What follows belongs to an exercise in optimizing a design on an open flow for small area; a production flow would make more cautious choices. Only simulation tests tie the RTL to the original design; equivalence was not proved. Power is estimated from default activity; no workload was simulated.

==> flow/design.v (excerpt) <==
module master(
    input clk,
    input rst,
    input btnM, input btnL, input btnR, input btnU, input btnD,
    input [7:0] sw,
    output [7:0] led,
    output [6:0] out,
    output [3:0] an
    );
    reg [2:0] clk_dv;
    reg       clk_en;
    reg [2:0] step_dR, step_dM, step_dL, step_dU, step_dD;
    reg [1:0] random;
    always @ (posedge clk)
        if (rst) begin
            clk_dv <= 3'd0;
            clk_en <= 1'b0;
        end else begin
            clk_dv <= clk_dv + 3'd1;
            clk_en <= (clk_dv == 3'd7);
        end
    always @ (posedge clk)
        if (rst) begin
            step_dR <= 0; step_dM <= 0; step_dL <= 0; step_dU <= 0; step_dD <= 0;
        end else if (clk_en) begin
            step_dR <= {btnR, step_dR[2:1]};
            step_dM <= {btnM, step_dM[2:1]};
            step_dL <= {btnL, step_dL[2:1]};
            step_dU <= {btnU, step_dU[2:1]};
            step_dD <= {btnD, step_dD[2:1]};
        end
    wire fastEn = (clk_dv == 3'd3);
    wire rOut = fastEn & ~step_dR[0] & step_dR[1];
    wire mOut = fastEn & ~step_dM[0] & step_dM[1];
    wire lOut = fastEn & ~step_dL[0] & step_dL[1];
    wire uOut = fastEn & ~step_dU[0] & step_dU[1];
    wire dOut = fastEn & ~step_dD[0] & step_dD[1];
    always @ (posedge clk)
        if (rst)
            random <= 2'b00;
        else if (btnR || btnL || btnM || btnU || btnD)
            random <= random + 2'd1;
    assign led = sw;
    wire clock0, clock1, clock2, clock3, clock4, clock5, clock6;
    wire scrollRise, lvlRise, validStart;
    wire [1:0] state;
    wire gameOver, newGameFlag;
    masterCLK myCLK (
        .clk(clk), .rst(rst),
  ...
clock: 10.0 ns
lec_check: 0
abc_area: 1
cap_margin: 20
core_margin: 2
core_utilization: 70
cts_buf_list: sky130_fd_sc_hd__clkbuf_8
cts_cluster_diameter: 60
cts_cluster_size: 16
slew_margin: 20
synth_memory_max_bits: 16384
standard.sh (not shown) runs the stock make flow with config.mk's settings and CLKGATE_MAP_FILE= SYNTH_SCRIPT=/design/flow/synth_recipe.tcl, a recipe that flattens the netlist after the stock synthesis.
==> flow/flow/run.sh <==
#!/bin/bash
# Own layout flow: the standard synthesis, then the combinational logic
# of its netlist is mapped again by ABC for area (flip-flops, their names and
# cell types are kept as the standard synthesis made them), then the standard flow's
# standard layout from floorplan to finish on that netlist.
set -euo pipefail
W=$PWD
R=$W/orfs/results/${FLOW_PLATFORM:-sky130hd}/master/base
L=$W/orfs/logs/${FLOW_PLATFORM:-sky130hd}/master/base
YOSYS=$(command -v yosys || echo /OpenROAD-flow-scripts/tools/install/yosys/bin/yosys)

bash standard.sh synth > $W/standard_synth.log 2>&1

# the don't-use cells that ORFS gave ABC
grep -o -- '-dont_use [A-Za-z0-9_]*' $L/1_2_yosys.log | sort -u | tr '\n' ' ' > $W/dont_use.txt || true

cp $R/1_2_yosys.v $W/1_2_yosys_standard.v
REABC_IN=$W/1_2_yosys_standard.v REABC_OUT=$R/1_2_yosys.v \
REABC_LIB=$FLOW_HOME/platforms/sky130hd/lib/sky130_fd_sc_hd__tt_025C_1v80.lib \
REABC_DONTUSE=$W/dont_use.txt REABC_SCRIPT=$W/flow/area.abc \
  $YOSYS -c $W/flow/reabc.tcl > $W/reabc.log 2>&1

# lay out the new netlist
rm -f $R/1_synth.odb $R/1_synth.sdc
touch $R/1_2_yosys.v
bash standard.sh finish > $W/standard_finish.log 2>&1
==> flow/flow/area.abc <==
strash
&get -n
&dch -f
&nf -R 1000
&put
==> flow/flow/reabc.tcl <==
# Map the combinational logic of the standard synthesis netlist again with
# ABC, for area. Flip-flop cells are black boxes here, so they keep their
# instance names and cell types; nothing merges or removes them.
set lib $::env(REABC_LIB)
yosys read_liberty -ignore_miss_func $lib
yosys setattr -mod -set blackbox 1 sky130_fd_sc_hd__df* sky130_fd_sc_hd__edf* sky130_fd_sc_hd__sdf* sky130_fd_sc_hd__sedf* sky130_fd_sc_hd__dl*
yosys read_verilog $::env(REABC_IN)
yosys hierarchy -top master
yosys tee -o $::env(REABC_OUT).before.stat stat -liberty $lib
yosys flatten
yosys hierarchy -top master
yosys opt_clean -purge
yosys abc -script $::env(REABC_SCRIPT) -liberty $lib {*}[exec cat $::env(REABC_DONTUSE)]
yosys opt_clean -purge
# cell definitions again (black boxes), for the tie cells, buffers and check
yosys read_liberty -lib -overwrite $lib
yosys hilomap -singleton -hicell sky130_fd_sc_hd__conb_1 HI -locell sky130_fd_sc_hd__conb_1 LO
yosys insbuf -buf sky130_fd_sc_hd__buf_4 A X
yosys splitnets
yosys opt_clean -purge
yosys tee -o $::env(REABC_OUT).after.stat stat -liberty $lib
yosys check -assert
yosys write_verilog -noattr -nohex -nodec $::env(REABC_OUT)
Rerun with:
--- a/flow/flow/run.sh
+++ b/flow/flow/run.sh
@@ -26 +26 @@
-bash standard.sh finish > $W/standard_finish.log 2>&1
+bash standard.sh finish "BUFFER_PORTS_ARGS=-buffer_cell sky130_fd_sc_hd__buf_1" > $W/standard_finish.log 2>&1
==> flow/flow/area.abc (replaced) <==
strash
&get -n
&deepsyn -J 50 -T 240
&put
&get -n
&deepsyn -J 50 -T 240
&put
&get -n
&dch -f
&nf -R 1000
&put
What happened: The changed run completed without violations. Die area is lower by 6.2%. Wire length falls by 16%. Worst hold slack is better by 0.0036 ns. Clock skew stays flat. Via count goes down by 13%. Clock-buffer cell count does not change. Global-route usage fell by 3.9 points. Synthesized area goes down by 6.3%. Non-clock buffer count falls by 10. Design area shrinks by 8.1%. Core utilization fell by 1.2 points.
Rerun with:
--- a/flow/flow/run.sh
+++ b/flow/flow/run.sh
@@ -26 +26 @@
-bash standard.sh finish "BUFFER_PORTS_ARGS=-buffer_cell sky130_fd_sc_hd__buf_1" > $W/standard_finish.log 2>&1
+bash standard.sh finish > $W/standard_finish.log 2>&1
==> flow/flow/area.abc (replaced) <==
strash
&get -n
&dch -f
&nf -R 1000
&put
- CTS_BUF_LIST: sky130_fd_sc_hd__clkbuf_8 -> sky130_fd_sc_hd__clkbuf_16
- CTS_CLUSTER_DIAMETER: 60 -> 80
- CTS_CLUSTER_SIZE: 16 -> 30
The changed run finished with timing, DRC and antenna clean. Design area went up by 8.5%. Clock-buffer cell count went down by 14. Wire length went up by 18%. Via count went up by 15%. Worst setup slack gets better by 0.70 ns. Maximum frequency went up by 9.6%.
Rerun with:
==> flow/flow/area.abc (replaced) <==
strash
&get -n
&deepsyn -J 50 -T 240
&put
&get -n
&deepsyn -J 50 -T 240
&put
&get -n
&dch -f
&nf -R 1000
&put
- CTS_BUF_LIST: sky130_fd_sc_hd__clkbuf_16 -> sky130_fd_sc_hd__clkbuf_8
- CTS_CLUSTER_DIAMETER: 80 -> 60
- CTS_CLUSTER_SIZE: 30 -> 16
The new run passed the timing, DRC and antenna checks.
Register-to-register slack gets worse by 0.79 ns.
Via count shrinks by about 13%.
First-iteration DRC count is higher by 1.6%.
Maximum frequency drops by 9.8%.
Worst setup slack is worse by 0.79 ns.
Sequential power barely changes.
Synthesized cell count shrinks by 9.6%.
Global-route usage is lower by 3.3 points.
Die area falls by about 6%.

---

job 1943:
Another version of the RTL of master (not shown whole).
Size in the first run: roughly 2800 cells after synthesis, roughly 390 flip-flops, roughly 34 I/O pins.
clock: 10.0 ns
lec_check: 0
abc_area: 1
cap_margin: 20
core_margin: 2
core_utilization: 40
slew_margin: 20
synth_memory_max_bits: 16384
run.sh (not shown) runs the stock make flow with config.mk's settings and CLKGATE_MAP_FILE= SYNTH_SCRIPT=/design/flow/synth_recipe.tcl, a recipe that flattens the netlist after the stock synthesis.
Stock flow here: none of the scripts above is used.
Setup changes, job 1943 to job 6700
Settings: swapping 40 for 70 in CORE_UTILIZATION.
==> flow/flow/run.sh (new file) <==
#!/bin/bash
# Own layout flow: the standard synthesis, then the combinational logic
# of its netlist is mapped again by ABC for area (flip-flops, their names and
# cell types are kept as the standard synthesis made them), then the standard flow's
# standard layout from floorplan to finish on that netlist.
set -euo pipefail
W=$PWD
R=$W/orfs/results/${FLOW_PLATFORM:-sky130hd}/master/base
L=$W/orfs/logs/${FLOW_PLATFORM:-sky130hd}/master/base
YOSYS=$(command -v yosys || echo /OpenROAD-flow-scripts/tools/install/yosys/bin/yosys)

bash standard.sh synth > $W/standard_synth.log 2>&1

# the don't-use cells that ORFS gave ABC
grep -o -- '-dont_use [A-Za-z0-9_]*' $L/1_2_yosys.log | sort -u | tr '\n' ' ' > $W/dont_use.txt || true

cp $R/1_2_yosys.v $W/1_2_yosys_standard.v
REABC_IN=$W/1_2_yosys_standard.v REABC_OUT=$R/1_2_yosys.v \
REABC_LIB=$FLOW_HOME/platforms/sky130hd/lib/sky130_fd_sc_hd__tt_025C_1v80.lib \
REABC_DONTUSE=$W/dont_use.txt REABC_SCRIPT=$W/flow/area.abc \
  $YOSYS -c $W/flow/reabc.tcl > $W/reabc.log 2>&1

# lay out the new netlist
rm -f $R/1_synth.odb $R/1_synth.sdc
touch $R/1_2_yosys.v
bash standard.sh finish > $W/standard_finish.log 2>&1
==> flow/flow/area.abc (new file) <==
strash
&get -n
&dch -f
&nf -R 1000
&put
==> flow/flow/reabc.tcl (new file) <==
# Map the combinational logic of the standard synthesis netlist again with
# ABC, for area. Flip-flop cells are black boxes here, so they keep their
# instance names and cell types; nothing merges or removes them.
set lib $::env(REABC_LIB)
yosys read_liberty -ignore_miss_func $lib
yosys setattr -mod -set blackbox 1 sky130_fd_sc_hd__df* sky130_fd_sc_hd__edf* sky130_fd_sc_hd__sdf* sky130_fd_sc_hd__sedf* sky130_fd_sc_hd__dl*
yosys read_verilog $::env(REABC_IN)
yosys hierarchy -top master
yosys tee -o $::env(REABC_OUT).before.stat stat -liberty $lib
yosys flatten
yosys hierarchy -top master
yosys opt_clean -purge
yosys abc -script $::env(REABC_SCRIPT) -liberty $lib {*}[exec cat $::env(REABC_DONTUSE)]
yosys opt_clean -purge
# cell definitions again (black boxes), for the tie cells, buffers and check
yosys read_liberty -lib -overwrite $lib
yosys hilomap -singleton -hicell sky130_fd_sc_hd__conb_1 HI -locell sky130_fd_sc_hd__conb_1 LO
yosys insbuf -buf sky130_fd_sc_hd__buf_4 A X
yosys splitnets
yosys opt_clean -purge
yosys tee -o $::env(REABC_OUT).after.stat stat -liberty $lib
yosys check -assert
yosys write_verilog -noattr -nohex -nodec $::env(REABC_OUT)
==> flow/standard.sh (new file) <==
#!/bin/bash
# synth_recipe.tcl (not shown) runs the flow's synth.tcl, then flattens the netlist and writes it again
# the make line also repeats each setting of config.mk as NAME=value (left out here)
make -C /OpenROAD-flow-scripts/flow DESIGN_CONFIG=/design/flow/config.mk WORK_HOME=/design/flow/orfs CLKGATE_MAP_FILE= SYNTH_SCRIPT=/design/flow/synth_recipe.tcl "${@:-finish}"
removed: flow/run.sh
Notes after the runs:
- Job 6700 vs. job 1943: pin count of the biggest net entering global routing shrank by about 11%; total global-route track usage grew by 15 points; wire length shrank by about 11%; total standard cell area after synthesis shrank by 15%; area of the die shrank by about 50%.
- Sort job 6700 and job 1943 by share of the final layout cell area in sequential cells asc -> top: job 1943
- Job 6700 against job 1943: worst hold-check slack shows an increase of 0.0071 ns; critical path data required time rose 2.44 ns.
diff inputs: job 6700 => job 6366
Settings: changing CORE_UTILIZATION from 70 to 40.
## What came out
Between job 6366 and job 6700, total die area is lower for job 6700, job 6366 comes in above that.
Fmax: higher on job 6366
On fraction of met1 tracks used by global routing, the lower figure sits with job 6366, not job 6700.
Re fraction of area in registers: job 6366 and job 6700 aren't equal, and the lower value belongs to job 6366.
Of job 6366 and job 6700, job 6700 shows the higher clock period minus worst slack, with job 6366 below it.
Cell area sits higher in job 6366 than in job 6700.
Between job 6700 and job 6366, the final hold slack figures differ only marginally.
The average via count per standard cell of job 6366 is lower than that of job 6700.
In job 6366, setup slack is higher than in job 6700.
On wire length: between job 6366 and job 6700, it ends up higher for job 6700.
Number of global-route vias before repair essentially unchanged between job 6700 and job 6366.
Across job 6366 and job 6700, none had a timing, DRC or antenna violation.
Inputs modified between job 6366 and job 9319:
Settings: CORE_UTILIZATION now 70, was 40.
==> flow/run.sh (new file) <==
#!/bin/bash
# synth_recipe.tcl (not shown) runs the flow's synth.tcl, then flattens the netlist and writes it again
# the make line also repeats each setting of config.mk as NAME=value (left out here)
make -C /OpenROAD-flow-scripts/flow DESIGN_CONFIG=/design/flow/config.mk WORK_HOME=/design/flow/orfs CLKGATE_MAP_FILE= SYNTH_SCRIPT=/design/flow/synth_recipe.tcl finish
removed: flow/flow/run.sh
removed: flow/flow/area.abc
removed: flow/flow/reabc.tcl
removed: flow/standard.sh
[summary]
Measured against each other, job 9319 and job 6366 differ in starting density of the core, the higher figure coming from job 9319.
The synthesis-to-layout area growth of job 9319 is lower than that of job 6366.
Against job 6366, job 9319 comes in 0.71 points higher on share of post-route cells with drive strength above 1.
[compare] base=job 6366 new=job 9319: number of global-route vias before repair now larger, total number of clock tree sinks flat, flip-flop and latch share of the layout cell area saw a decrease, met1 layer wirelength in the final routing held steady.
Capture point of the worst path = out[1]: job 9319; capture point of the worst path = out[3]: job 6366
When the final numbers for job 9319 and job 6366 were put side by side, the length of the first detailed-routing pass in iterations turned out to be smaller in job 6366.
Job 9319: clock power lower than job 6366
Summary — total via count in the routed design, job 9319 relative to job 6366: higher, by 3799.
Note that the maximum fanout count along the critical path recorded for job 9319 amounts to 1.6 times the value seen in job 6366.

[separate check: timing with driven ports]
The flow's constraints put no driver on any port. The routed layouts listed below were extracted and timed again, unchanged, in two steps.
Step 1 sets driving cells, clkbuf_16 on the clock port and buf_2 on the other inputs (assumed; they add their load-dependent delay and slew).
Step 2 moves the port delays by t, midway between the first and last clock arrival at a register: inputs arrive t later, outputs are due t later. That takes back most of the time a late clock gives input paths.
a / b / c = no drivers / after step 1 / after step 2; a / b = the first two.
| run | t (ns) | slack for setup (ns) | worst hold slack (ns) | cell pins on the clock port's net |
|---|---|---|---|---|
| the first run of note 1 | 0.661 | 2.741 / 2.741 / 2.741 | 0.342 / 0.342 / 0.342 | 1 |
| the second run of note 1 | 0.633 | 2.072 / 2.072 / 2.072 | 0.346 / 0.346 / 0.346 | 1 |
| the third run of note 1 | 0.577 | 2.769 / 2.769 / 2.769 | 0.353 / 0.353 / 0.353 | 1 |
| the fourth run of note 1 | 0.644 | 1.983 / 1.983 / 1.983 | 0.327 / 0.327 / 0.327 | 1 |
| job 1943 | 0.632 | 4.817 / 4.793 / 4.426 | 0.405 / 0.405 / 0.405 | 1 |
| job 6700 | 0.581 | 2.363 / 2.363 / 2.363 | 0.412 / 0.412 / 0.412 | 1 |
| job 6366 | 0.628 | 2.390 / 2.390 / 2.390 | 0.410 / 0.410 / 0.410 | 1 |
| job 9319 | 0.595 | 4.352 / 4.352 / 4.258 | 0.409 / 0.409 / 0.409 | 1 |
After both steps setup and hold are still met in every run listed. The setup slack of job 1943, which loses most, moves by -0.024 ns with the drivers and by -0.391 ns with both steps.
